Context: an optimization exercise on an open-source flow, tuned for small area, a short achievable clock period and few clock cycles per item. The choices shown serve that exercise and are no tape-out recipe. In this exercise RTL edits were held to simulation tests only and were not proved equivalent to the original.

==> flow/design.v, too long to show whole: its modules and the start of the top module <==
// module sigmoid_unit: 593 lines
// module pfx_row_h3_11_11: 45 lines
// module pfx_row_h3_12_12: 51 lines
// module pfx_row_h3_13_13: 53 lines
// module pfx_row_h3_14_14: 57 lines
// module pfx_row_h3_15_15: 61 lines
// module pfx_row_bk_16_16: 67 lines
// module pfx_row_bk_17_16: 69 lines
module sigmoid_unit (
    input  wire               clk,
    input  wire               rst,
    input  wire               in_valid,
    input  wire signed [15:0] net_in,
    output wire               out_valid,
    output wire signed [31:0] f_net,
    output wire signed [31:0] x,
    output wire signed [31:0] y,
    output wire signed [31:0] z
);
  // ...
==> flow/flow/run.sh <==
#!/bin/bash
set -euo pipefail
export BUFFER_PORTS_ARGS="-buffer_cell sky130_fd_sc_hd__buf_1"

bash standard.sh > standard.log 2>&1
==> flow/standard.sh <==
#!/bin/bash
# synth_recipe.tcl (not shown) runs the flow's synth.tcl, then flattens the netlist and writes it again
# the make line also repeats each setting of config.mk as NAME=value (left out here)
make -C /OpenROAD-flow-scripts/flow DESIGN_CONFIG=/design/flow/config.mk WORK_HOME=/design/flow/orfs CLKGATE_MAP_FILE= SYNTH_SCRIPT=/design/flow/synth_recipe.tcl "${@:-finish}"
==> flow/config.mk <==
export PLATFORM = sky130hd
export DESIGN_NAME = sigmoid_unit
export DESIGN_NICKNAME = sigmoid_unit
export VERILOG_FILES = /design/flow/design.v
export SDC_FILE = /design/flow/constraint.sdc
export NUM_CORES = 4
export LEC_CHECK = 0
export ABC_AREA = 1
export CAP_MARGIN = 20
export CORE_MARGIN = 2
export CORE_UTILIZATION = 40
export CTS_BUF_LIST = sky130_fd_sc_hd__clkbuf_4 sky130_fd_sc_hd__clkbuf_8
export SLEW_MARGIN = 20
==> flow/constraint.sdc <==
create_clock -name core_clock -period 62.0 [get_ports {clk}]
set_input_delay 12.4000 -clock core_clock [delete_from_list [all_inputs] [get_ports {clk}]]
set_output_delay 12.4000 -clock core_clock [all_outputs]
set_load 0.01 [all_outputs]
==> impl_metrics.py, run 1 <==
metrics = {
    "setup_path": {
        "endpoint": "y[29]",
        "r2r_cells": 57,
        "timing.critical_path.cells": "buf_1",
        "worstPathArrival_ns": 0.94,
        "crit_path_max_incr_delay_ns": 0.40,
        "critPathCaptureType": "output pin",
        "startpoint": "ys[0]$_DFF_P_",
    },
    "clocking": {
        "cts.clk_slew.worst_paths_ns": 0.11,
    },
    "cells_and_area": {
        "fillerInstances": 2888,
        "largest_register_ff_count": 22,
        "leading_cell_category_by_total_area": "multi-input gates",
        "final_core_util_pct": 42.2,
        "buffers": 105,
    },
    "synth": {
        "yosysTopAreaCellShare_pct": 18.5,
        "number_of_enable_flip_flop_cells_after_synthesis": 0,
        "synth_compound_gate_area_share_pct": 9.35,
    },
    "outcome": {
        "run_status": "finished clean",
    },
    "global_routing": {
        "global_route.usage.met1_pct": 20.2,
        "track_usage_pct": 16.2,
    },
    "routing": {
        "detailedRoute.firstIterationViolations": 310,
        "route.vias.total": 8741,
    },
    "timing": {
        "timing.final.crit_share_pct": 21.5,
        "postLayoutSetupSlackWorst_ns": 48.66,
        "final-max-slew-violation-count": 0,
    },
    "placed_design": {
        "dp_hpwl_um": 18900,
    },
    "hold_path": {
        "whs_path_depth": 2,
    },
}
Testbench counts, summed over its fixed seeds: cycles 16,024, items 16,000.
==> run 2, diff against run 1 <==
==> flow/flow/run.sh (replaced) <==
#!/bin/bash
set -euo pipefail
export BUFFER_PORTS_ARGS="-buffer_cell sky130_fd_sc_hd__buf_1"
export SKIP_REPAIR_TIE_FANOUT=1
export SETUP_SLACK_MARGIN=48.9
bash standard.sh > standard.log 2>&1
==> run 2 against run 1 <==
  * Still clean
  * First-iteration DRC count rose by 6.5%
  * Worst setup slack improved by 0.059 ns
  * Clock skew grew 0.0067 ns
  * Critical path type unchanged
  * Critical endpoint is now y[18]
  * Global-route usage fell by 0.064 points
  * Cell count fell by 2.3%
==> impl_metrics.py, run 2 <==
metrics = {
    "clocking": {
        "cts_inserted_buffers": 9,
        "cts.clk_slew.worst_paths_ns": 0.11,
        "cts_htree_levels": 3,
        "tritoncts": "done",
        "cts.path.max_buffers": 2,
        "cts.hold.buffers_added": 0,
        "worst_skew_pair.late_latency_ns": 0.40,
        "post-cts-setup-buffer-count": 0,
        "tritoncts_num_sinks": 103,
        "clock-root-buffer": "sky130_fd_sc_hd__clkbuf_8",
    },
    "setup_path": {
        "critPathMaxFanout": 6,
        "r2r_cells": 69,
        "critical_path_required_ns": 49.60,
        "cp.depth": 1,
        "worstPathArrival_ns": 0.88,
        "critPathCaptureType": "output pin",
        "startpoint": "ys[2]$_DFF_P_",
        "crit_slowest_cell": "sky130_fd_sc_hd__dfxtp_4",
        "crit_path_max_incr_delay_ns": 0.38,
        "rr_endpoint": "t1[13]$_DFF_P_",
        "timing.setup.critical_path_class": "reg -> out",
        "endpoint": "y[18]",
        "timing.critical_path.cells": "buf_2",
        "critical_path_buf_inv_count": 1,
        "regToRegSetupSlack_ns": 50.31,
        "worst_setup_path_start_kind": "register",
        "worst_r2r_startpoint": "net_q[15]$_DFF_P_",
        "critical-path-top-delay-family": "flip-flops",
    },
    "routing": {
        "detailedRoute.firstIterationViolations": 330,
        "detail_route.first_pass.iterations": 4,
        "avgRoutedWirePerCell_um": 12.2,
        "routed_wl_um": 22400,
        "drc_errors": 0,
        "routed_via_density": 4.73,
        "detail-route-antenna-nets": 0,
        "route.vias.total": 8694,
    },
    "die": {
        "coreArea_um2": 27600,
        "fp.dieW_um": 171,
        "design.portCount": 148,
        "num_rows": 61,
        "starting_density_of_the_core_pct": 40.4,
        "die-height_um": 171,
        "die_area_um2": 29200,
    },
    "synth": {
        "yosys_warnings": 1,
        "syn_area_um2": 11200,
        "mean_instance_size_in_the_synthesized_netlist_um2": 7.69,
        "synth.ff_latch_count": 103,
        "netlist_top_cells_count": "sky130_fd_sc_hd__nand2_1 (357), sky130_fd_sc_hd__inv_1 (184), sky130_fd_sc_hd__ha_1 (140), sky130_fd_sc_hd__dfxtp_1 (103), sky130_fd_sc_hd__buf_4 (83)",
        "synthArstFlopShare_pct": 0,
        "synth_cell_type_count": 49,
        "yosysMostFrequentCell": "sky130_fd_sc_hd__nand2_1",
        "post_synth_inst_count": 1450,
        "synth_sequential_area_ratio_pct": 18.5,
        "number_of_enable_flip_flop_cells_after_synthesis": 0,
        "yosysTopAreaCell": "sky130_fd_sc_hd__dfxtp_1",
        "ys.flop_type": "sky130_fd_sc_hd__dfxtp_1",
        "netlist_top_cells_area": "sky130_fd_sc_hd__dfxtp_1 (18%), sky130_fd_sc_hd__ha_1 (16%), sky130_fd_sc_hd__fa_1 (14%), sky130_fd_sc_hd__nand2_1 (12%), sky130_fd_sc_hd__inv_1 (6.2%)",
        "yosysTopAreaCellShare_pct": 18.5,
    },
    "timing": {
        "finalSetupViolations": 0,
        "final-hold-violation-count": 0,
        "timing.max_slew.rel_slack_pct": 42.1,
        "final-max-slew-violation-count": 0,
        "timing.final.crit_share_pct": 21.4,
        "finClkSkew_ns": 0.0264,
        "rsz0062_at_grt": "yes",
        "final.setup.tns_ns": 0,
        "finalWorstPathRequiredPeriod_ns": 13.28,
        "timing.fmax_mhz": 75.3,
        "transition_time_of_the_tightest_slew_check_pin_ns": 0.862,
    },
    "outcome": {
        "run_status": "finished clean",
    },
    "cells_and_area": {
        "final_core_util_pct": 43.2,
        "biggestRegsByFlops": "xr (22), d1 (16), net_q (16)",
        "largest_register_ff_count": 22,
        "largest-register": "xr",
        "nets": 1694,
        "area.growth.synth_to_final_pct": 7.00,
        "drive_above_1_share_pct": 12.3,
        "n_antenna_cell": 0,
        "layout.cells.most_common": "sky130_fd_sc_hd__nand2_1",
        "most-common-layout-cells": "sky130_fd_sc_hd__nand2_1 (356), sky130_fd_sc_hd__inv_1 (182), sky130_fd_sc_hd__ha_1 (140), sky130_fd_sc_hd__fa_1 (80), sky130_fd_sc_hd__dfxtp_1 (78)",
    },
    "placed_design": {
        "routabilityCongestion": 0.863,
        "port-buffer-count": 101,
        "dp_hpwl_um": 18500,
    },
    "job": {
        "maxcap_violations": 0,
    },
    "hold_path": {
        "min_path_type": "reg -> reg",
    },
    "global_routing": {
        "track_usage_pct": 16.2,
        "grt_max_degree": 47,
        "global_route_wire_length_before_repair_um": 38400,
        "grt-ovfl-total": 0,
        "antenna_found_initial": 0,
        "first_global_vias": 8584,
    },
}
==> run 2: worst min-delay path by stage <==
stage	startpoint	endpoint	slack (ns)	cells after the start
after floorplan	net_q[15]$_DFF_P_	s1$_DFF_P_	0.37	0
after global placement	v0$_DFF_P_	v1$_DFF_P_	0.39	2
after detailed placement	v0$_DFF_P_	v1$_DFF_P_	0.40	2
after CTS	v0$_DFF_P_	v1$_DFF_P_	0.41	2
after global routing	v0$_DFF_P_	v1$_DFF_P_	0.44	2
final	v0$_DFF_P_	v1$_DFF_P_	0.41	2
==> run 2: cells by family after synthesis <==
family | Yosys count | synth area share [%]
flops | 103 | 18.5
simple gates | 536 | 21.0
buf+inv | 305 | 13.4
fa+ha+maj | 220 | 30.1
compound gates | 189 | 9.35
other cells | 1 | 0.0336
xor+xnor | 96 | 7.67
==> run 2: timing repair <==
item | 4_1_cts | 5_1_grt
gates resized for setup | 123 | 39
endpoints found under the setup margin | 83 | 117
gates cloned | 0 | 1
pin swaps | 0 | 0
==> run 2: per-stage QoR <==
| step | worst slack (ns) | hold WS, ns | area [µm²] | std cells |
|---|---|---|---|---|
| finish | 48.72 | 0.407 | 11900 | 1838 |
| detailed placement | 48.96 | 0.395 | 11300 | 1821 |
| global placement | 49.06 | 0.390 | 11300 | 1821 |
| global route | 48.67 | 0.435 | 11900 | 1838 |
| floorplan | 49.03 | 0.367 | 11200 | 1450 |
| CTS | 48.71 | 0.412 | 11700 | 1837 |
==> run 2: layout make-up <==
cell class / instances / area, µm²
repair buffers: 105 / 776
multi-input cells: 1042 / 7630
clock buffers: 12 / 153
inverters: 193 / 736
clock inverters: 4 / 55.1
well taps: 378 / 473
fillers: 2777 / 15700
repair inverters: 1 / 7.51
flip-flops and latches: 103 / 2110
==> run 2: worst reg2reg max path: cells and delay by family, from the launching register on <==
family          cells  cell delay [ns]
simple gates       29             3.70
flops               1             0.55
fa+ha+maj          10             3.49
compound gates     16             2.16
buf+inv            13             1.56
xor+xnor            1             0.14
==> run 2: routing by layer <==
| metal | global-route usage, % | routed length [µm] | part of all wire, % | vias to the layer above |
|---|---|---|---|---|
| met2 | 30.4 | 11200 | 50 | 150 |
| met1 | 19.0 | 10000 | 45 | 3952 |
| met3 | 2.38 | 755 | 3.4 | 25 |
| met5 | 0 | 0 | 0 | - |
| met4 | 4.50 | 432 | 1.9 | 0 |
| li1 | - | - | - | 4567 |
==> run 3, diff against run 2 <==
==> flow/flow/run.sh (replaced) <==
#!/bin/bash
set -euo pipefail
export BUFFER_PORTS_ARGS="-buffer_cell sky130_fd_sc_hd__buf_1"
export SKIP_REPAIR_TIE_FANOUT=1
export SETUP_SLACK_MARGIN=49.3
bash standard.sh > standard.log 2>&1
==> run 3 against run 2 <==
  * Synthesized area unchanged
  * Die area unchanged
  * Non-clock buffer count increased by 3
  * Cell count increased by 0.22%
  * First-iteration DRC count increased by 22%
  * Clock skew decreased by 0.0032 ns
  * Global-route usage increased by 0.55 points
  * Critical endpoint is now y[10]
==> impl_metrics.py, run 3 <==
metrics = {
    "cells_and_area": {
        "post-route-cell-area_um2": 12200,
        "nets": 1698,
        "largest-register": "xr",
        "biggestRegsByFlops": "xr (22), d1 (16), net_q (16)",
        "drive_above_1_share_pct": 14.4,
        "layout.cells.most_common": "sky130_fd_sc_hd__nand2_1",
        "largest_register_ff_count": 22,
        "most-common-layout-cells": "sky130_fd_sc_hd__nand2_1 (355), sky130_fd_sc_hd__inv_1 (182), sky130_fd_sc_hd__ha_1 (140), sky130_fd_sc_hd__fa_1 (80), sky130_fd_sc_hd__o21ai_0 (71)",
        "area.growth.synth_to_final_pct": 8.98,
        "n_antenna_cell": 0,
    },
    "die": {
        "num_rows": 61,
        "die_area_um2": 29200,
        "fp.dieW_um": 171,
        "design.portCount": 148,
        "coreArea_um2": 27600,
        "starting_density_of_the_core_pct": 40.4,
        "die-height_um": 171,
    },
    "timing": {
        "final-max-slew-violation-count": 0,
        "rsz0062_at_grt": "yes",
        "timing.final.crit_share_pct": 21.5,
        "timing.max_slew.rel_slack_pct": 45.2,
        "finalSetupViolations": 0,
        "fin_hold_ws_ns": 0.405,
        "finClkSkew_ns": 0.0232,
        "final.setup.tns_ns": 0,
        "transition_time_of_the_tightest_slew_check_pin_ns": 0.817,
        "postLayoutSetupSlackWorst_ns": 48.68,
        "timing.fmax_mhz": 75.1,
        "final-hold-violation-count": 0,
        "finalWorstPathRequiredPeriod_ns": 13.32,
    },
    "synth": {
        "number_of_enable_flip_flop_cells_after_synthesis": 0,
        "synth_cell_type_count": 49,
        "netlist_top_cells_area": "sky130_fd_sc_hd__dfxtp_1 (18%), sky130_fd_sc_hd__ha_1 (16%), sky130_fd_sc_hd__fa_1 (14%), sky130_fd_sc_hd__nand2_1 (12%), sky130_fd_sc_hd__inv_1 (6.2%)",
        "mean_instance_size_in_the_synthesized_netlist_um2": 7.69,
        "post_synth_inst_count": 1450,
        "netlist_top_cells_count": "sky130_fd_sc_hd__nand2_1 (357), sky130_fd_sc_hd__inv_1 (184), sky130_fd_sc_hd__ha_1 (140), sky130_fd_sc_hd__dfxtp_1 (103), sky130_fd_sc_hd__buf_4 (83)",
        "synth.ff_latch_count": 103,
        "yosysTopAreaCellShare_pct": 18.5,
        "synthArstFlopShare_pct": 0,
        "yosysMostFrequentCell": "sky130_fd_sc_hd__nand2_1",
        "syn_area_um2": 11200,
        "yosysTopAreaCell": "sky130_fd_sc_hd__dfxtp_1",
        "synth_sequential_area_ratio_pct": 18.5,
        "yosys_warnings": 1,
        "ys.flop_type": "sky130_fd_sc_hd__dfxtp_1",
    },
    "clocking": {
        "worst_skew_pair.late_latency_ns": 0.41,
        "cts.hold.buffers_added": 0,
        "cts.clk_slew.worst_paths_ns": 0.11,
        "clock-root-buffer": "sky130_fd_sc_hd__clkbuf_8",
        "cts_htree_levels": 3,
        "cts.path.max_buffers": 2,
        "cts_inserted_buffers": 9,
        "tritoncts": "done",
        "tritoncts_num_sinks": 103,
    },
    "global_routing": {
        "grt_busiest_layer": "met2",
        "first_global_vias": 8434,
        "grt_max_degree": 47,
        "grt-ovfl-total": 0,
        "use_met2_pct": 29.8,
        "grt_util_met3_pct": 2.22,
        "global_route_wire_length_before_repair_um": 39400,
        "global_route.usage.met1_pct": 21.3,
        "track_usage_pct": 16.7,
        "antenna_found_initial": 0,
    },
    "routing": {
        "routed_wl_um": 23000,
        "routed_via_density": 4.73,
        "detail_route.first_pass.iterations": 5,
        "drc_errors": 0,
        "route.vias.total": 8717,
        "detailedRoute.firstIterationViolations": 403,
        "avgRoutedWirePerCell_um": 12.5,
        "detail-route-antenna-nets": 0,
    },
    "setup_path": {
        "regToRegSetupSlack_ns": 50.57,
        "critPathMaxFanout": 5,
        "critPathCaptureType": "output pin",
        "critical-path-top-delay-family": "flip-flops",
        "r2r_cells": 55,
        "critical_path_required_ns": 49.60,
        "worstPathArrival_ns": 0.92,
        "worst_setup_path_start_kind": "register",
        "crit_path_max_incr_delay_ns": 0.37,
        "timing.setup.critical_path_class": "reg -> out",
        "worst_r2r_startpoint": "d1[9]$_DFF_P_",
        "timing.critical_path.cells": "buf_4",
        "crit_slowest_cell": "sky130_fd_sc_hd__dfxtp_4",
        "rr_endpoint": "zr[3]$_DFF_P_",
        "critical_path_buf_inv_count": 1,
    },
    "placed_design": {
        "routabilityCongestion": 0.832,
        "port-buffer-count": 101,
        "dp_hpwl_um": 18800,
        "dp_slack_ns": 49.03,
        "dpl-instance-area_um2": 11300,
    },
    "hold_path": {
        "whs_path_depth": 2,
        "holdCritStartpoint": "v1$_DFF_P_",
        "min_path_type": "reg -> reg",
        "worst_hold_path.endpoint": "vo$_DFF_P_",
    },
    "outcome": {
        "run_status": "finished clean",
    },
    "job": {
        "maxcap_violations": 0,
    },
}
## run 3: cell counts after synthesis
No cell type changed its count.
## run 3: worst max-delay path by stage
stage                      start       endpoint  slack [ns]  cells after the start
2_1_floorplan      ys[2]$_DFF_P_          y[16]       49.12                      1
3_3_place_gp       ys[0]$_DFF_P_          y[27]       49.11                      1
3_5_place_dp   net_q[15]$_DFF_P_  t1[5]$_DFF_P_       49.03                     70
4_1_cts            ys[2]$_DFF_P_          y[20]       48.67                      1
5_1_grt            ys[0]$_DFF_P_          y[28]       48.62                      1
6_report           ys[3]$_DFF_P_          y[10]       48.68                      1
## run 3: logic make-up after synthesis
family	Yosys count	synth area share (%)
xor gates and xnor gates	96	7.67
DFF	103	18.5
buffers and inverters	305	13.4
adders and majority gates	220	30.1
AOI/OAI and AO/OA	189	9.35
and+or+nand+nor	536	21.0
other	1	0.0336
## run 3: layout make-up
class,count,area [µm²]
fillers,2771,15500
multi-input cells,1042,7640
flip-flops and latches,103,2150
repair buffers,108,947
inverters,193,736
well taps,378,473
clock buffers,9,124
clock inverters,7,83.8
repair inverters,2,12.5
## run 3: through the flow
stage / instances / util [%]
finish: 1842 / 44.0
global route: 1842 / 44.0
CTS: 1836 / 43.6
global placement: 1820 / 41.1
floorplan: 1450 / -
detailed placement: 1820 / 41.1
## run 3: per-layer routing
metal / wire [µm] / part of all wire (%) / up-vias
li1: - / - / 4587
met2: 11100 / 48 / 138
met4: 396 / 1.7 / 0
met3: 736 / 3.2 / 19
met5: 0 / 0 / -
met1: 10800 / 47 / 3973
## run 3: worst reg2reg max path, delay by kind of cell (launching register included)
family | cells | cell delay (ns)
buffers and inverters | 9 | 1.63
AO/OA/AOI/OAI | 20 | 4.11
adder cells (fa/ha/maj) | 5 | 1.51
AND/OR/NAND/NOR | 21 | 3.36
flip-flops | 1 | 0.71
## run 3: repair_timing
item                       CTS  global route
gates resized for setup    144            18
pin swaps                    0             2
buffers inserted             0             4
setup endpoints to repair   99           117
gates cloned                 0             2
==> run 4, diff against run 3 <==
==> flow/flow/run.sh (replaced) <==
#!/bin/bash
set -euo pipefail
export BUFFER_PORTS_ARGS="-buffer_cell sky130_fd_sc_hd__buf_1"
# one tie cell drives all constant outputs
export SKIP_REPAIR_TIE_FANOUT=1
bash standard.sh > standard.log 2>&1
==> run 4 against run 3 <==
  * Register-to-register slack lost 1.0 ns
  * Synthesized area is the same
  * Fmax shrank 0.17%
  * Clock-buffer cell count grew 3
  * First-iteration DRC count shrank 24%
  * Clock skew grew 0.0024 ns
  * Critical endpoint is now y[15]
==> impl_metrics.py, run 4 <==
metrics = {
    "outcome": {
        "run_status": "finished clean",
    },
    "cells_and_area": {
        "sequential_cell_area_um2": 2060,
        "layout.cells.most_common": "sky130_fd_sc_hd__nand2_1",
        "largest-register": "xr",
        "most-common-layout-cells": "sky130_fd_sc_hd__nand2_1 (357), sky130_fd_sc_hd__inv_1 (184), sky130_fd_sc_hd__ha_1 (140), sky130_fd_sc_hd__dfxtp_1 (102), sky130_fd_sc_hd__buf_1 (101)",
        "area.growth.synth_to_final_pct": 2.97,
        "largest_register_ff_count": 22,
        "n_antenna_cell": 0,
        "fillerInstances": 2844,
        "post-route-cell-area_um2": 11500,
        "drive_above_1_share_pct": 4.59,
        "final_cells": 1837,
        "biggestRegsByFlops": "xr (22), d1 (16), net_q (16)",
        "nets": 1693,
        "final_core_util_pct": 41.6,
        "multiInputGateArea_um2": 7610,
    },
    "placed_design": {
        "place_inst": 1821,
        "routabilityCongestion": 0.863,
        "dpl-instance-area_um2": 11300,
        "dp_hpwl_um": 18500,
        "port-buffer-count": 101,
    },
    "die": {
        "die_area_um2": 29200,
        "fp.dieW_um": 171,
        "design.portCount": 148,
        "num_rows": 61,
        "die-height_um": 171,
        "coreArea_um2": 27600,
        "starting_density_of_the_core_pct": 40.4,
    },
    "timing": {
        "finClkSkew_ns": 0.0256,
        "timing.final.crit_share_pct": 21.5,
        "transition_time_of_the_tightest_slew_check_pin_ns": 1.01,
        "finalWorstPathRequiredPeriod_ns": 13.34,
        "final-hold-violation-count": 0,
        "timing.max_slew.rel_slack_pct": 32.7,
        "final.setup.tns_ns": 0,
        "finalSetupViolations": 0,
        "rsz0062_at_grt": "no",
        "timing.fmax_mhz": 75.0,
        "final-max-slew-violation-count": 0,
    },
    "synth": {
        "yosysMostFrequentCell": "sky130_fd_sc_hd__nand2_1",
        "synth_sequential_area_ratio_pct": 18.5,
        "synth_cell_type_count": 49,
        "netlist_top_cells_count": "sky130_fd_sc_hd__nand2_1 (357), sky130_fd_sc_hd__inv_1 (184), sky130_fd_sc_hd__ha_1 (140), sky130_fd_sc_hd__dfxtp_1 (103), sky130_fd_sc_hd__buf_4 (83)",
        "ys.flop_type": "sky130_fd_sc_hd__dfxtp_1",
        "mean_instance_size_in_the_synthesized_netlist_um2": 7.69,
        "synthArstFlopShare_pct": 0,
        "synth.ff_latch_count": 103,
        "number_of_enable_flip_flop_cells_after_synthesis": 0,
        "yosysTopAreaCell": "sky130_fd_sc_hd__dfxtp_1",
        "yosys_warnings": 1,
        "yosysTopAreaCellShare_pct": 18.5,
        "post_synth_inst_count": 1450,
        "syn_area_um2": 11200,
        "netlist_top_cells_area": "sky130_fd_sc_hd__dfxtp_1 (18%), sky130_fd_sc_hd__ha_1 (16%), sky130_fd_sc_hd__fa_1 (14%), sky130_fd_sc_hd__nand2_1 (12%), sky130_fd_sc_hd__inv_1 (6.2%)",
    },
    "job": {
        "maxcap_violations": 0,
    },
    "clocking": {
        "cts_htree_levels": 3,
        "post-cts-setup-buffer-count": 0,
        "cts_inserted_buffers": 9,
        "tritoncts_num_sinks": 103,
        "cts.hold.buffers_added": 0,
        "tritoncts": "done",
        "post_cts_resize_count": 0,
        "cts.path.max_buffers": 2,
        "clock-root-buffer": "sky130_fd_sc_hd__clkbuf_8",
        "cts.clk_slew.worst_paths_ns": 0.11,
        "worst_skew_pair.late_latency_ns": 0.40,
    },
    "setup_path": {
        "critical-path-top-delay-family": "flip-flops",
        "worstPathArrival_ns": 0.94,
        "crit_path_max_incr_delay_ns": 0.40,
        "crit_slowest_cell": "sky130_fd_sc_hd__dfxtp_1",
        "timing.critical_path.cells": "buf_1",
        "critical_path_required_ns": 49.60,
        "critPathMaxFanout": 6,
        "worst_setup_path_start_kind": "register",
        "critical_path_buf_inv_count": 1,
        "critPathCaptureType": "output pin",
        "timing.setup.critical_path_class": "reg -> out",
        "regToRegSetupSlack_ns": 49.55,
    },
    "global_routing": {
        "grt_max_degree": 47,
        "antenna_found_initial": 0,
        "grt-ovfl-total": 0,
        "first_global_vias": 8480,
        "global_route_wire_length_before_repair_um": 38000,
        "track_usage_pct": 16.0,
    },
    "routing": {
        "detail-route-antenna-nets": 0,
        "route.vias.total": 8616,
        "detail_route.first_pass.iterations": 4,
        "avgRoutedWirePerCell_um": 11.9,
        "routed_via_density": 4.69,
        "drc_errors": 0,
        "detailedRoute.firstIterationViolations": 306,
        "routed_wl_um": 21800,
    },
    "hold_path": {
        "min_path_type": "reg -> reg",
    },
}
[run 4: final cells by class]
type / instances / share of cell area, %
multi-input combinational: 1042 / 66.2
sequential: 103 / 18.0
inverter: 193 / 6.31
tap: 378 / 4.12
timing repair buffer: 105 / 3.56
clock buffer: 12 / 1.33
clock inverter: 4 / 0.479
[run 4: cells by family (layout without fill, tap and decap cells)]
group	after synthesis	in the layout	share of synthesized area (%)
compound gates	189	189	9.35
buf+inv	305	314	13.4
other cells	1	1	0.0336
flops	103	103	18.5
simple gates	536	536	21.0
xor+xnor	96	96	7.67
fa+ha+maj	220	220	30.1
[run 4: worst paths after layout]
path	from	to	cells past startpoint
worst max-delay path	ys[2]$_DFF_P_	y[15]	1
worst min-delay path	v0$_DFF_P_	v1$_DFF_P_	2
worst max register to register	net_q[15]$_DFF_P_	t1[13]$_DFF_P_	69
worst min register to register	v0$_DFF_P_	v1$_DFF_P_	2
[run 4: metrics by stage]
stage | hold WS, ns | setup WS, ns
6_report | 0.407 | 48.66
5_1_grt | 0.435 | 48.11
4_1_cts | 0.412 | 48.63
3_5_place_dp | 0.395 | 48.96
3_3_place_gp | 0.390 | 49.06
2_1_floorplan | 0.367 | 49.03
[run 4: metal layers]
layer  GRT usage, %  share of wire, %
met1           19.0                46
met2           29.8                49
met3           2.38               3.2
met4           4.50               2.0
met5              0                 0
==> run 5, diff against run 4 <==
--- a/flow/config.mk
+++ b/flow/config.mk
@@ -9,5 +9,4 @@
 export CAP_MARGIN = 20
 export CORE_MARGIN = 2
 export CORE_UTILIZATION = 40
-export CTS_BUF_LIST = sky130_fd_sc_hd__clkbuf_4 sky130_fd_sc_hd__clkbuf_8
 export SLEW_MARGIN = 20
==> run 5 against run 4 <==
  * Flip-flop and latch count unchanged
  * Global-route usage is essentially flat
  * Register-to-register slack improved by 0.03 ns
  * Synthesized cell count did not move
  * Largest cell class unchanged
==> impl_metrics.py, run 5 <==
metrics = {
    "timing": {
        "final-hold-violation-count": 0,
        "transition_time_of_the_tightest_slew_check_pin_ns": 1.01,
        "postLayoutSetupSlackWorst_ns": 48.70,
        "final-max-slew-violation-count": 0,
        "rsz0062_at_grt": "no",
        "timing.max_slew.rel_slack_pct": 32.7,
        "finClkSkew_ns": 0.0177,
        "timing.fmax_mhz": 75.2,
        "timing.final.crit_share_pct": 21.5,
        "final.setup.tns_ns": 0,
        "finalWorstPathRequiredPeriod_ns": 13.30,
        "finalSetupViolations": 0,
    },
    "setup_path": {
        "timing.critical_path.cells": "buf_1",
        "crit_path_max_incr_delay_ns": 0.39,
        "regToRegSetupSlack_ns": 49.58,
        "critical_path_buf_inv_count": 1,
        "worst_setup_path_start_kind": "register",
        "rr_endpoint": "t1[13]$_DFF_P_",
        "cp.depth": 1,
        "critical-path-top-delay-family": "flip-flops",
        "endpoint": "y[15]",
        "r2r_cells": 69,
        "worstPathArrival_ns": 0.90,
        "critical_path_required_ns": 49.60,
        "critPathCaptureType": "output pin",
        "timing.setup.critical_path_class": "reg -> out",
        "critPathMaxFanout": 6,
        "worst_r2r_startpoint": "net_q[15]$_DFF_P_",
        "startpoint": "ys[2]$_DFF_P_",
        "crit_slowest_cell": "sky130_fd_sc_hd__dfxtp_1",
    },
    "synth": {
        "netlist_top_cells_area": "sky130_fd_sc_hd__dfxtp_1 (18%), sky130_fd_sc_hd__ha_1 (16%), sky130_fd_sc_hd__fa_1 (14%), sky130_fd_sc_hd__nand2_1 (12%), sky130_fd_sc_hd__inv_1 (6.2%)",
        "synth_sequential_area_ratio_pct": 18.5,
        "post_synth_inst_count": 1450,
        "yosys_warnings": 1,
        "yosysTopAreaCell": "sky130_fd_sc_hd__dfxtp_1",
        "yosysTopAreaCellShare_pct": 18.5,
        "syn_area_um2": 11200,
        "netlist_top_cells_count": "sky130_fd_sc_hd__nand2_1 (357), sky130_fd_sc_hd__inv_1 (184), sky130_fd_sc_hd__ha_1 (140), sky130_fd_sc_hd__dfxtp_1 (103), sky130_fd_sc_hd__buf_4 (83)",
        "ys.flop_type": "sky130_fd_sc_hd__dfxtp_1",
        "synth.ff_latch_count": 103,
        "number_of_enable_flip_flop_cells_after_synthesis": 0,
        "mean_instance_size_in_the_synthesized_netlist_um2": 7.69,
        "synthArstFlopShare_pct": 0,
        "yosysMostFrequentCell": "sky130_fd_sc_hd__nand2_1",
        "synth_cell_type_count": 49,
    },
    "die": {
        "design.portCount": 148,
        "fp.dieW_um": 171,
        "die_area_um2": 29200,
        "num_rows": 61,
        "coreArea_um2": 27600,
        "die-height_um": 171,
        "starting_density_of_the_core_pct": 40.4,
    },
    "placed_design": {
        "port-buffer-count": 101,
        "dp_hpwl_um": 18500,
        "dp_slack_ns": 48.96,
        "routabilityCongestion": 0.863,
    },
    "hold_path": {
        "min_path_type": "reg -> reg",
    },
    "outcome": {
        "run_status": "finished clean",
    },
    "routing": {
        "detailedRoute.firstIterationViolations": 328,
        "avgRoutedWirePerCell_um": 11.8,
        "drc_errors": 0,
        "routed_via_density": 4.69,
        "detail-route-antenna-nets": 0,
        "detail_route.first_pass.iterations": 5,
        "route.vias.total": 8616,
        "routed_wl_um": 21800,
    },
    "clocking": {
        "cts.clk_slew.worst_paths_ns": 0.07,
        "cts.hold.buffers_added": 0,
        "tritoncts_num_sinks": 103,
        "post-cts-setup-buffer-count": 0,
        "post_cts_resize_count": 0,
        "clock-root-buffer": "sky130_fd_sc_hd__clkbuf_16",
        "tritoncts": "done",
        "worst_skew_pair.late_latency_ns": 0.36,
        "cts.path.max_buffers": 2,
        "cts_inserted_buffers": 9,
        "cts_htree_levels": 3,
    },
    "cells_and_area": {
        "largest-register": "xr",
        "drive_above_1_share_pct": 4.46,
        "area.growth.synth_to_final_pct": 3.81,
        "biggestRegsByFlops": "xr (22), d1 (16), net_q (16)",
        "nets": 1693,
        "n_antenna_cell": 0,
        "layout.cells.most_common": "sky130_fd_sc_hd__nand2_1",
        "most-common-layout-cells": "sky130_fd_sc_hd__nand2_1 (357), sky130_fd_sc_hd__inv_1 (184), sky130_fd_sc_hd__ha_1 (140), sky130_fd_sc_hd__dfxtp_1 (102), sky130_fd_sc_hd__buf_1 (101)",
        "largest_register_ff_count": 22,
    },
    "global_routing": {
        "grt_max_degree": 47,
        "grt-ovfl-total": 0,
        "global_route_wire_length_before_repair_um": 38000,
        "antenna_found_initial": 0,
        "track_usage_pct": 16.0,
        "first_global_vias": 8489,
    },
    "job": {
        "maxcap_violations": 0,
    },
}
## run 5: cell counts after synthesis
No cell type changed its count.
## run 5: worst min-delay path by stage
stage / startpoint / endpoint / slack, ns / depth (start not counted)
2_1_floorplan: net_q[15]$_DFF_P_ / s1$_DFF_P_ / 0.37 / 0
3_3_place_gp: v0$_DFF_P_ / v1$_DFF_P_ / 0.39 / 2
3_5_place_dp: v0$_DFF_P_ / v1$_DFF_P_ / 0.40 / 2
4_1_cts: v0$_DFF_P_ / v1$_DFF_P_ / 0.41 / 2
5_1_grt: v0$_DFF_P_ / v1$_DFF_P_ / 0.43 / 2
6_report: v0$_DFF_P_ / v1$_DFF_P_ / 0.40 / 2
## run 5: area by class of cell
type,count,area (µm²)
tap,378,473
sequential,103,2060
inverter,193,724
fill,2847,16000
multi-input combinational,1042,7610
clock inverter,4,55.1
timing repair buffer,105,409
clock buffer,12,246
## run 5: kinds of logic (layout without fill, tap and decap cells)
logic type                 count (synthesis)  in the layout  share of synthesized area [%]
DFF                                      103            103                           18.5
adders and majority gates                220            220                           30.1
and+or+nand+nor                          536            536                           21.0
other                                      1              1                         0.0336
buffers and inverters                    305            314                           13.4
xor gates and xnor gates                  96             96                           7.67
AOI/OAI and AO/OA                        189            189                           9.35
## run 5: tightest hold or removal path: stages, from the launching register on
cell	delay [ns]
sky130_fd_sc_hd__dfxtp_1	0.30
sky130_fd_sc_hd__inv_1	0.04
sky130_fd_sc_hd__nor2_1	0.03
## run 5: per-layer routing
metal,track usage (%),up-vias,wire length (µm)
met3,2.27,21,707
met1,18.9,3888,9980
li1,-,4563,-
met4,4.75,0,416
met5,0,-,0
met2,29.8,144,10700
## run 5: through the flow
stage,util [%],hold WS [ns],area [µm²],cells
after detailed placement,40.8,0.395,11300,1821
after floorplan,-,0.367,11200,1450
final,41.9,0.403,11600,1837
after global routing,41.9,0.430,11600,1837
after global placement,40.8,0.390,11300,1821
after CTS,41.9,0.406,11600,1837
==> run 6, diff against run 5 <==
--- a/flow/config.mk
+++ b/flow/config.mk
@@ -9,4 +9,5 @@
 export CAP_MARGIN = 20
 export CORE_MARGIN = 2
 export CORE_UTILIZATION = 40
+export CTS_BUF_LIST = sky130_fd_sc_hd__clkbuf_8
 export SLEW_MARGIN = 20
==> run 6 against run 5 <==
  * First-iteration DRC count grew 3.0%
  * Still clean
  * Non-clock buffer count is the same
  * Die area is the same
  * Critical path type unchanged
  * Global-route usage is essentially flat
  * Hold slack gained 0.0047 ns
==> impl_metrics.py, run 6 <==
metrics = {
    "clocking": {
        "cts.hold.buffers_added": 0,
        "tritoncts": "done",
        "cts_htree_levels": 3,
        "tritoncts_num_sinks": 103,
        "cts_inserted_buffers": 9,
        "cts.clk_slew.worst_paths_ns": 0.11,
        "post_cts_resize_count": 0,
        "cts.path.max_buffers": 2,
        "post-cts-setup-buffer-count": 0,
        "worst_skew_pair.late_latency_ns": 0.40,
        "clock-root-buffer": "sky130_fd_sc_hd__clkbuf_8",
    },
    "die": {
        "die-height_um": 171,
        "coreArea_um2": 27600,
        "fp.dieW_um": 171,
        "num_rows": 61,
        "die_area_um2": 29200,
        "design.portCount": 148,
        "starting_density_of_the_core_pct": 40.4,
    },
    "timing": {
        "final.setup.tns_ns": 0,
        "final-max-slew-violation-count": 0,
        "timing.max_slew.rel_slack_pct": 32.8,
        "finClkSkew_ns": 0.0242,
        "finalWorstPathRequiredPeriod_ns": 13.34,
        "final-hold-violation-count": 0,
        "rsz0062_at_grt": "no",
        "timing.final.crit_share_pct": 21.5,
        "transition_time_of_the_tightest_slew_check_pin_ns": 1.01,
        "finalSetupViolations": 0,
        "postLayoutSetupSlackWorst_ns": 48.66,
        "timing.fmax_mhz": 75.0,
    },
    "synth": {
        "synth.ff_latch_count": 103,
        "netlist_top_cells_area": "sky130_fd_sc_hd__dfxtp_1 (18%), sky130_fd_sc_hd__ha_1 (16%), sky130_fd_sc_hd__fa_1 (14%), sky130_fd_sc_hd__nand2_1 (12%), sky130_fd_sc_hd__inv_1 (6.2%)",
        "netlist_top_cells_count": "sky130_fd_sc_hd__nand2_1 (357), sky130_fd_sc_hd__inv_1 (184), sky130_fd_sc_hd__ha_1 (140), sky130_fd_sc_hd__dfxtp_1 (103), sky130_fd_sc_hd__buf_4 (83)",
        "yosysMostFrequentCell": "sky130_fd_sc_hd__nand2_1",
        "post_synth_inst_count": 1450,
        "yosys_warnings": 1,
        "mean_instance_size_in_the_synthesized_netlist_um2": 7.69,
        "synth_cell_type_count": 49,
        "synth_sequential_area_ratio_pct": 18.5,
        "syn_area_um2": 11200,
        "ys.flop_type": "sky130_fd_sc_hd__dfxtp_1",
        "yosysTopAreaCellShare_pct": 18.5,
        "yosysTopAreaCell": "sky130_fd_sc_hd__dfxtp_1",
        "synthArstFlopShare_pct": 0,
        "number_of_enable_flip_flop_cells_after_synthesis": 0,
    },
    "routing": {
        "detail-route-antenna-nets": 0,
        "routed_via_density": 4.69,
        "routed_wl_um": 21800,
        "detailedRoute.firstIterationViolations": 338,
        "avgRoutedWirePerCell_um": 11.9,
        "route.vias.total": 8610,
        "detail_route.first_pass.iterations": 4,
        "drc_errors": 0,
    },
    "setup_path": {
        "worst_r2r_startpoint": "net_q[15]$_DFF_P_",
        "regToRegSetupSlack_ns": 49.53,
        "critPathCaptureType": "output pin",
        "worstPathArrival_ns": 0.94,
        "crit_slowest_cell": "sky130_fd_sc_hd__dfxtp_1",
        "critical_path_buf_inv_count": 1,
        "startpoint": "ys[2]$_DFF_P_",
        "critical-path-top-delay-family": "flip-flops",
        "cp.depth": 1,
        "critical_path_required_ns": 49.60,
        "rr_endpoint": "t1[13]$_DFF_P_",
        "r2r_cells": 69,
        "timing.setup.critical_path_class": "reg -> out",
        "critPathMaxFanout": 6,
        "worst_setup_path_start_kind": "register",
        "crit_path_max_incr_delay_ns": 0.40,
        "endpoint": "y[15]",
        "timing.critical_path.cells": "buf_1",
    },
    "cells_and_area": {
        "biggestRegsByFlops": "xr (22), d1 (16), net_q (16)",
        "most-common-layout-cells": "sky130_fd_sc_hd__nand2_1 (357), sky130_fd_sc_hd__inv_1 (186), sky130_fd_sc_hd__ha_1 (140), sky130_fd_sc_hd__dfxtp_1 (102), sky130_fd_sc_hd__buf_1 (101)",
        "layout.cells.most_common": "sky130_fd_sc_hd__nand2_1",
        "drive_above_1_share_pct": 4.46,
        "area.growth.synth_to_final_pct": 2.91,
        "multiInputGateArea_um2": 7610,
        "fillerInstances": 2848,
        "sequential_cell_area_um2": 2060,
        "largest-register": "xr",
        "n_antenna_cell": 0,
        "largest_register_ff_count": 22,
        "nets": 1693,
    },
    "placed_design": {
        "routabilityCongestion": 0.863,
        "port-buffer-count": 101,
        "dp_hpwl_um": 18500,
        "dp_slack_ns": 48.96,
    },
    "global_routing": {
        "antenna_found_initial": 0,
        "track_usage_pct": 16.0,
        "global_route_wire_length_before_repair_um": 38000,
        "grt_max_degree": 47,
        "grt-ovfl-total": 0,
        "first_global_vias": 8480,
    },
    "outcome": {
        "run_status": "finished clean",
    },
    "job": {
        "maxcap_violations": 0,
    },
    "hold_path": {
        "min_path_type": "reg -> reg",
    },
}
## run 6: worst min path at each step
stage	startpoint	end	slack (ns)	cells past startpoint
6_report	v0$_DFF_P_	v1$_DFF_P_	0.41	2
5_1_grt	v0$_DFF_P_	v1$_DFF_P_	0.44	2
4_1_cts	v0$_DFF_P_	v1$_DFF_P_	0.41	2
3_5_place_dp	v0$_DFF_P_	v1$_DFF_P_	0.40	2
3_3_place_gp	v0$_DFF_P_	v1$_DFF_P_	0.39	2
2_1_floorplan	net_q[15]$_DFF_P_	s1$_DFF_P_	0.37	0
## run 6: area by class of cell
type	count	area share, %
flip-flops and latches	103	18.0
multi-input cells	1042	66.3
clock buffers	10	1.20
well taps	378	4.12
repair buffers	105	3.56
clock inverters	6	0.545
inverters	193	6.31
## run 6: cells by family after synthesis
group,Yosys count,share of synthesized area [%]
buf+inv,305,13.4
flops,103,18.5
compound gates,189,9.35
xor+xnor,96,7.67
fa+ha+maj,220,30.1
other cells,1,0.0336
simple gates,536,21.0
## run 6: tightest hold or removal path: stages (launching register included)
cell and delay (ns):
sky130_fd_sc_hd__dfxtp_1 0.31, sky130_fd_sc_hd__inv_1 0.04, sky130_fd_sc_hd__nor2_1 0.03
## run 6: per-layer routing
| layer | up-vias | global-route usage [%] | routed length [µm] |
|---|---|---|---|
| li1 | 4565 | - | - |
| met1 | 3882 | 19.0 | 9970 |
| met2 | 138 | 29.7 | 10700 |
| met3 | 25 | 2.38 | 724 |
| met4 | 0 | 4.50 | 432 |
| met5 | - | 0 | 0 |
## run 6: stage by stage
stage          cell area, µm²  instances  util, %  hold WS [ns]
3_3_place_gp            11300       1821     40.8         0.390
2_1_floorplan           11200       1450        -         0.367
4_1_cts                 11500       1837     41.5         0.412
3_5_place_dp            11300       1821     40.8         0.395
6_report                11500       1837     41.5         0.407
5_1_grt                 11500       1837     41.5         0.435
==> run 7, diff against run 6 <==
--- a/flow/config.mk
+++ b/flow/config.mk
@@ -9,5 +9,5 @@
 export CAP_MARGIN = 20
 export CORE_MARGIN = 2
 export CORE_UTILIZATION = 40
-export CTS_BUF_LIST = sky130_fd_sc_hd__clkbuf_8
+export CTS_BUF_LIST = sky130_fd_sc_hd__clkbuf_2 sky130_fd_sc_hd__clkbuf_4 sky130_fd_sc_hd__clkbuf_8
 export SLEW_MARGIN = 20
==> run 7 against run 6 <==
  * Non-clock buffer count unchanged
  * Wire length shrank 0.18%
  * Highest routed layer unchanged
  * Critical path depth unchanged
  * Flip-flop and latch count unchanged
  * Worst setup slack hardly changed
  * Clock-buffer cell count grew 2
  * Still clean
  * Cell count is the same
  * Synthesized area unchanged
==> impl_metrics.py, run 7 <==
metrics = {
    "routing": {
        "met3_length_um": 691,
        "detail_route.first_pass.iterations": 4,
        "wl_met2_um": 10700,
        "drc_errors": 0,
        "wl_met1_um": 9970,
        "routed_via_density": 4.69,
        "detail-route-antenna-nets": 0,
        "highest-signal-layer": "met4",
        "avgRoutedWirePerCell_um": 11.9,
        "routed_wl_um": 21800,
        "route.vias.total": 8616,
        "detailedRoute.firstIterationViolations": 306,
    },
    "outcome": {
        "run_status": "finished clean",
    },
    "timing": {
        "final.setup.tns_ns": 0,
        "timing.max_slew.rel_slack_pct": 32.7,
        "fin_hold_ws_ns": 0.407,
        "final-max-slew-violation-count": 0,
        "finalWorstPathRequiredPeriod_ns": 13.34,
        "rsz0062_at_grt": "no",
        "timing.fmax_mhz": 75.0,
        "timing.final.crit_share_pct": 21.5,
        "final-hold-violation-count": 0,
        "transition_time_of_the_tightest_slew_check_pin_ns": 1.01,
        "finalSetupViolations": 0,
        "finClkSkew_ns": 0.0256,
    },
    "hold_path": {
        "min_path_type": "reg -> reg",
    },
    "setup_path": {
        "worstPathArrival_ns": 0.94,
        "crit_slowest_cell": "sky130_fd_sc_hd__dfxtp_1",
        "critPathMaxFanout": 6,
        "r2r_cells": 69,
        "cp.depth": 1,
        "critPathCaptureType": "output pin",
        "timing.critical_path.cells": "buf_1",
        "startpoint": "ys[2]$_DFF_P_",
        "worst_setup_path_start_kind": "register",
        "endpoint": "y[15]",
        "critical_path_required_ns": 49.60,
        "crit_path_max_incr_delay_ns": 0.40,
        "critical-path-top-delay-family": "flip-flops",
        "timing.setup.critical_path_class": "reg -> out",
        "regToRegSetupSlack_ns": 49.55,
        "worst_r2r_startpoint": "net_q[15]$_DFF_P_",
        "critical_path_buf_inv_count": 1,
        "rr_endpoint": "t1[13]$_DFF_P_",
    },
    "synth": {
        "yosysTopAreaCell": "sky130_fd_sc_hd__dfxtp_1",
        "ys.flop_type": "sky130_fd_sc_hd__dfxtp_1",
        "number_of_enable_flip_flop_cells_after_synthesis": 0,
        "synth_top_family_by_area": "adder cells",
        "simple_gate_area_share_of_the_yosys_netlist_pct": 21.0,
        "mean_instance_size_in_the_synthesized_netlist_um2": 7.69,
        "synthArstFlopShare_pct": 0,
        "yosys-mux-area-fraction_pct": 0,
        "yosysTopAreaCellShare_pct": 18.5,
        "yosys_warnings": 1,
        "synth_cell_type_count": 49,
        "post_synth_xor_area_fraction_pct": 7.67,
        "yosysMostFrequentCell": "sky130_fd_sc_hd__nand2_1",
        "synth_compound_gate_area_share_pct": 9.35,
        "synth_sequential_area_ratio_pct": 18.5,
        "netlist_top_cells_area": "sky130_fd_sc_hd__dfxtp_1 (18%), sky130_fd_sc_hd__ha_1 (16%), sky130_fd_sc_hd__fa_1 (14%), sky130_fd_sc_hd__nand2_1 (12%), sky130_fd_sc_hd__inv_1 (6.2%)",
        "post_synth_fa_ha_maj_area_fraction_pct": 30.1,
        "post_synth_inst_count": 1450,
        "synth.ff_latch_count": 103,
        "syn_area_um2": 11200,
        "netlist_top_cells_count": "sky130_fd_sc_hd__nand2_1 (357), sky130_fd_sc_hd__inv_1 (184), sky130_fd_sc_hd__ha_1 (140), sky130_fd_sc_hd__dfxtp_1 (103), sky130_fd_sc_hd__buf_4 (83)",
    },
    "cells_and_area": {
        "layout.cells.most_common": "sky130_fd_sc_hd__nand2_1",
        "most-common-layout-cells": "sky130_fd_sc_hd__nand2_1 (357), sky130_fd_sc_hd__inv_1 (184), sky130_fd_sc_hd__ha_1 (140), sky130_fd_sc_hd__dfxtp_1 (102), sky130_fd_sc_hd__buf_1 (101)",
        "final_cells": 1837,
        "fillerInstances": 2844,
        "nets": 1693,
        "area.growth.synth_to_final_pct": 2.97,
        "drive_above_1_share_pct": 4.59,
        "n_antenna_cell": 0,
        "biggestRegsByFlops": "xr (22), d1 (16), net_q (16)",
        "largest-register": "xr",
        "largest_register_ff_count": 22,
    },
    "placed_design": {
        "port-buffer-count": 101,
        "routabilityCongestion": 0.863,
        "place_inst": 1821,
        "dp_hpwl_um": 18500,
    },
    "clocking": {
        "post_cts_resize_count": 0,
        "clock-root-buffer": "sky130_fd_sc_hd__clkbuf_8",
        "cts.clk_slew.worst_paths_ns": 0.11,
        "tritoncts_num_sinks": 103,
        "cts_inserted_buffers": 9,
        "worst_skew_pair.late_latency_ns": 0.40,
        "cts_htree_levels": 3,
        "post-cts-setup-buffer-count": 0,
        "cts.hold.buffers_added": 0,
        "tritoncts": "done",
        "cts.path.max_buffers": 2,
    },
    "job": {
        "maxcap_violations": 0,
    },
    "global_routing": {
        "track_usage_pct": 16.0,
        "antenna_found_initial": 0,
        "grt_max_degree": 47,
        "global_route_wire_length_before_repair_um": 38000,
        "grt-ovfl-total": 0,
        "first_global_vias": 8480,
    },
    "die": {
        "starting_density_of_the_core_pct": 40.4,
        "coreArea_um2": 27600,
        "fp.dieW_um": 171,
        "die-height_um": 171,
        "design.portCount": 148,
        "die_area_um2": 29200,
        "num_rows": 61,
    },
}
run 7: cell counts after synthesis:
Identical to the previous run, type by type.
run 7: worst min path at each step:
stage | startpoint | depth (start not counted) | endpoint | slack [ns]
floorplan | net_q[15]$_DFF_P_ | 0 | s1$_DFF_P_ | 0.37
global placement | v0$_DFF_P_ | 2 | v1$_DFF_P_ | 0.39
detailed placement | v0$_DFF_P_ | 2 | v1$_DFF_P_ | 0.40
CTS | v0$_DFF_P_ | 2 | v1$_DFF_P_ | 0.41
global route | v0$_DFF_P_ | 2 | v1$_DFF_P_ | 0.44
finish | v0$_DFF_P_ | 2 | v1$_DFF_P_ | 0.41
run 7: final cells by class:
class | count | area [µm²] | share of cell area, %
clock inverters | 4 | 55.1 | 0.479
well taps | 378 | 473 | 4.12
repair buffers | 105 | 409 | 3.56
multi-input cells | 1042 | 7610 | 66.2
flip-flops and latches | 103 | 2060 | 18.0
clock buffers | 12 | 153 | 1.33
inverters | 193 | 724 | 6.31
run 7: metrics by stage:
stage          cell area [µm²]  worst slack, ns  util [%]
2_1_floorplan            11200            49.03         -
3_3_place_gp             11300            49.06      40.8
3_5_place_dp             11300            48.96      40.8
4_1_cts                  11500            48.63      41.5
5_1_grt                  11500            48.11      41.6
6_report                 11500            48.66      41.6
run 7: kinds of logic after synthesis:
family,after synthesis
flip-flops,103
adder cells (fa/ha/maj),220
other,1
AO/OA/AOI/OAI,189
XOR/XNOR,96
AND/OR/NAND/NOR,536
buffers and inverters,305
run 7: metal layers:
layer  GRT usage (%)  vias to the layer above
li1                -                     4562
met5               0                        -
met4            4.50                        0
met2            29.8                      141
met1            19.0                     3888
met3            2.38                       25
==> run 8, diff against run 7 <==
--- a/flow/config.mk
+++ b/flow/config.mk
@@ -8,6 +8,6 @@
 export ABC_AREA = 1
 export CAP_MARGIN = 20
 export CORE_MARGIN = 2
-export CORE_UTILIZATION = 40
-export CTS_BUF_LIST = sky130_fd_sc_hd__clkbuf_2 sky130_fd_sc_hd__clkbuf_4 sky130_fd_sc_hd__clkbuf_8
+export CORE_UTILIZATION = 60
+export CTS_BUF_LIST = sky130_fd_sc_hd__clkbuf_4 sky130_fd_sc_hd__clkbuf_8
 export SLEW_MARGIN = 20
==> run 8 against run 7 <==
  * Still clean
  * Cell area decreased by 1.5%
  * Wire length increased by 6.8%
  * Synthesized cell count unchanged
  * Global-route usage increased by 9.1 points
  * Sequential share of layout area increased by 0.27 points
  * Worst setup slack got worse by 0.042 ns
  * Register-to-register slack improved by 0.02 ns
==> impl_metrics.py, run 8 <==
metrics = {
    "setup_path": {
        "crit_slowest_cell": "sky130_fd_sc_hd__dfxtp_1",
        "critical_path_required_ns": 49.60,
        "critical-path-top-delay-family": "flip-flops",
        "regToRegSetupSlack_ns": 49.57,
        "critical_path_buf_inv_count": 1,
        "rr_endpoint": "t1[10]$_DFF_P_",
        "timing.setup.critical_path_class": "reg -> out",
        "critPathMaxFanout": 6,
        "crit_path_max_incr_delay_ns": 0.41,
        "critPathCaptureType": "output pin",
        "worst_r2r_startpoint": "net_q[15]$_DFF_P_",
        "worst_setup_path_start_kind": "register",
        "r2r_cells": 68,
        "worstPathArrival_ns": 0.98,
        "timing.critical_path.cells": "buf_1",
    },
    "routing": {
        "drc_errors": 0,
        "avgRoutedWirePerCell_um": 13.8,
        "detailedRoute.firstIterationViolations": 333,
        "route.vias.total": 8785,
        "routed_via_density": 5.20,
        "routed_wl_um": 23300,
        "detail-route-antenna-nets": 0,
        "detail_route.first_pass.iterations": 5,
    },
    "cells_and_area": {
        "nets": 1695,
        "largest_register_ff_count": 22,
        "fillerInstances": 1743,
        "n_antenna_cell": 0,
        "largest-register": "xr",
        "layout.cells.most_common": "sky130_fd_sc_hd__nand2_1",
        "biggestRegsByFlops": "xr (22), d1 (16), net_q (16)",
        "drive_above_1_share_pct": 4.65,
        "area.growth.synth_to_final_pct": 1.46,
        "most-common-layout-cells": "sky130_fd_sc_hd__nand2_1 (357), sky130_fd_sc_hd__inv_1 (184), sky130_fd_sc_hd__ha_1 (140), sky130_fd_sc_hd__dfxtp_1 (102), sky130_fd_sc_hd__buf_1 (101)",
    },
    "timing": {
        "rsz0062_at_grt": "no",
        "finalWorstPathRequiredPeriod_ns": 13.38,
        "postLayoutSetupSlackWorst_ns": 48.62,
        "final-max-slew-violation-count": 0,
        "finalSetupViolations": 0,
        "timing.max_slew.rel_slack_pct": 26.6,
        "transition_time_of_the_tightest_slew_check_pin_ns": 1.10,
        "finClkSkew_ns": 0.0206,
        "timing.fmax_mhz": 74.7,
        "final-hold-violation-count": 0,
        "final.setup.tns_ns": 0,
        "timing.final.crit_share_pct": 21.6,
    },
    "synth": {
        "syn_area_um2": 11200,
        "post_synth_xor_area_fraction_pct": 7.67,
        "netlist_top_cells_area": "sky130_fd_sc_hd__dfxtp_1 (18%), sky130_fd_sc_hd__ha_1 (16%), sky130_fd_sc_hd__fa_1 (14%), sky130_fd_sc_hd__nand2_1 (12%), sky130_fd_sc_hd__inv_1 (6.2%)",
        "synthArstFlopShare_pct": 0,
        "mean_instance_size_in_the_synthesized_netlist_um2": 7.69,
        "yosys_warnings": 1,
        "post_synth_inst_count": 1450,
        "synth_compound_gate_area_share_pct": 9.35,
        "synth_sequential_area_ratio_pct": 18.5,
        "yosysTopAreaCell": "sky130_fd_sc_hd__dfxtp_1",
        "synth.ff_latch_count": 103,
        "post_synth_fa_ha_maj_area_fraction_pct": 30.1,
        "yosys-mux-area-fraction_pct": 0,
        "yosysMostFrequentCell": "sky130_fd_sc_hd__nand2_1",
        "ys.flop_type": "sky130_fd_sc_hd__dfxtp_1",
        "synth_top_family_by_area": "adder cells",
        "yosysTopAreaCellShare_pct": 18.5,
        "synth_cell_type_count": 49,
        "netlist_top_cells_count": "sky130_fd_sc_hd__nand2_1 (357), sky130_fd_sc_hd__inv_1 (184), sky130_fd_sc_hd__ha_1 (140), sky130_fd_sc_hd__dfxtp_1 (103), sky130_fd_sc_hd__buf_4 (83)",
        "number_of_enable_flip_flop_cells_after_synthesis": 0,
        "simple_gate_area_share_of_the_yosys_netlist_pct": 21.0,
    },
    "clocking": {
        "cts_inserted_buffers": 9,
        "cts.hold.buffers_added": 0,
        "cts_htree_levels": 3,
        "worst_skew_pair.late_latency_ns": 0.41,
        "tritoncts_num_sinks": 103,
        "cts.clk_slew.worst_paths_ns": 0.13,
        "post-cts-setup-buffer-count": 0,
        "clock-root-buffer": "sky130_fd_sc_hd__clkbuf_8",
        "tritoncts": "done",
        "post_cts_resize_count": 0,
        "cts.path.max_buffers": 2,
    },
    "die": {
        "num_rows": 49,
        "design.portCount": 148,
        "die-height_um": 140,
        "coreArea_um2": 18100,
        "starting_density_of_the_core_pct": 61.7,
        "die_area_um2": 19700,
        "fp.dieW_um": 140,
    },
    "outcome": {
        "run_status": "finished clean",
    },
    "hold_path": {
        "min_path_type": "reg -> reg",
        "worst_hold_path.endpoint": "vo$_DFF_P_",
        "whs_path_depth": 2,
        "holdCritStartpoint": "v1$_DFF_P_",
    },
    "global_routing": {
        "grt_max_degree": 47,
        "first_global_vias": 8330,
        "track_usage_pct": 25.1,
        "global_route_wire_length_before_repair_um": 39800,
        "antenna_found_initial": 0,
        "grt-ovfl-total": 0,
    },
    "placed_design": {
        "routabilityCongestion": 0.863,
        "dp_slack_ns": 49.06,
        "port-buffer-count": 101,
        "dp_hpwl_um": 19300,
    },
    "job": {
        "maxcap_violations": 0,
    },
}
## run 8: cell count changes in the layout (fill, tap and decap cells not counted), sizes merged
cell | previous run | this run
clkbuf | 12 | 9
buf | 105 | 107
bufinv | 1 | 0
clkinv | 3 | 5
inv | 192 | 195
clkinvlp | 1 | 0
## run 8: area by class of cell
class / count / area, µm² / area share, %
Clock buffer: 9 / 124 / 1.09
Timing Repair Buffer: 107 / 424 / 3.75
Sequential cell: 103 / 2060 / 18.2
Inverter: 193 / 724 / 6.40
Clock inverter: 7 / 93.8 / 0.829
Multi-Input combinational cell: 1042 / 7600 / 67.2
Tap cell: 229 / 287 / 2.53
## run 8: kinds of logic after synthesis
group,Yosys count
AOI/OAI and AO/OA,189
buffers and inverters,305
other,1
adders and majority gates,220
xor gates and xnor gates,96
DFF,103
and+or+nand+nor,536
## run 8: how the worst max path moves through the flow
stage,from,endpoint,slack (ns),cells past startpoint
CTS,ys[2]$_DFF_P_,y[18],48.59,1
finish,ys[0]$_DFF_P_,y[30],48.62,1
floorplan,ys[2]$_DFF_P_,y[16],49.03,1
global route,net_q[15]$_DFF_P_,t1[10]$_DFF_P_,48.13,68
detailed placement,ys[2]$_DFF_P_,y[18],49.06,1
global placement,ys[0]$_DFF_P_,y[31],49.07,1
## run 8: worst reg2reg max path, delay by kind of cell (launching register included)
kind / cells / cell delay (ns)
xor+xnor: 1 / 0.89
flops: 1 / 0.92
fa+ha+maj: 8 / 2.55
buf+inv: 12 / 1.51
compound gates: 15 / 2.14
simple gates: 32 / 4.31
## run 8: metal layers
layer / track usage (%) / routed length (µm) / up-vias
met5: 0 / 0 / -
met4: 7.23 / 502 / 0
met3: 4.48 / 1070 / 31
met2: 42.4 / 10800 / 195
met1: 33.1 / 10900 / 3989
li1: - / - / 4570
## run 8: stage by stage
stage,cells,hold slack [ns],utilization [%],area [µm²]
detailed placement,1674,0.399,61.4,11100
finish,1690,0.416,62.6,11300
floorplan,1450,0.367,-,11200
global route,1690,0.435,62.6,11300
global placement,1674,0.395,61.4,11100
CTS,1690,0.420,62.6,11300

-- afterwards: timing with drivers on the ports --
The flow's constraints put no driver on any port. The routed layouts listed below were extracted and timed again, unchanged, in two steps. Step 1, drivers: a clkbuf_16 drives clk and a buf_2 each remaining input, both assumed. Step 2 also shifts input and output timing later by t, the mid clock arrival at the registers, as if the neighbouring blocks saw the same clock. Three values: no drivers, after step 1, after step 2; two values: the first two.
| run | t, ns | setup slack, ns | hold slack, ns | latest minus earliest clock arrival (ns) | pins driven straight from the clock port |
|---|---|---|---|---|---|
| run 1 | 0.416 | 48.658 / 48.621 / 49.037 | 0.412 / 0.412 / 0.412 | 0.020 / 0.020 | 1 |
| run 2 | 0.424 | 48.717 / 48.677 / 49.101 | 0.407 / 0.407 / 0.407 | 0.026 / 0.026 | 1 |
| run 3 | 0.442 | 48.681 / 48.640 / 49.082 | 0.405 / 0.405 / 0.405 | 0.024 / 0.024 | 1 |
| run 4 | 0.424 | 48.659 / 48.619 / 49.043 | 0.407 / 0.407 / 0.407 | 0.026 / 0.026 | 1 |
| run 5 | 0.396 | 48.697 / 48.651 / 49.047 | 0.403 / 0.403 / 0.403 | 0.017 / 0.018 | 1 |
| run 6 | 0.423 | 48.658 / 48.618 / 49.042 | 0.407 / 0.407 / 0.407 | 0.025 / 0.025 | 1 |
| run 7 | 0.424 | 48.659 / 48.619 / 49.043 | 0.407 / 0.407 / 0.407 | 0.026 / 0.026 | 1 |
| run 8 | 0.434 | 48.616 / 48.581 / 49.015 | 0.416 / 0.416 / 0.416 | 0.021 / 0.021 | 1 |
After both steps every run listed still meets setup and hold.
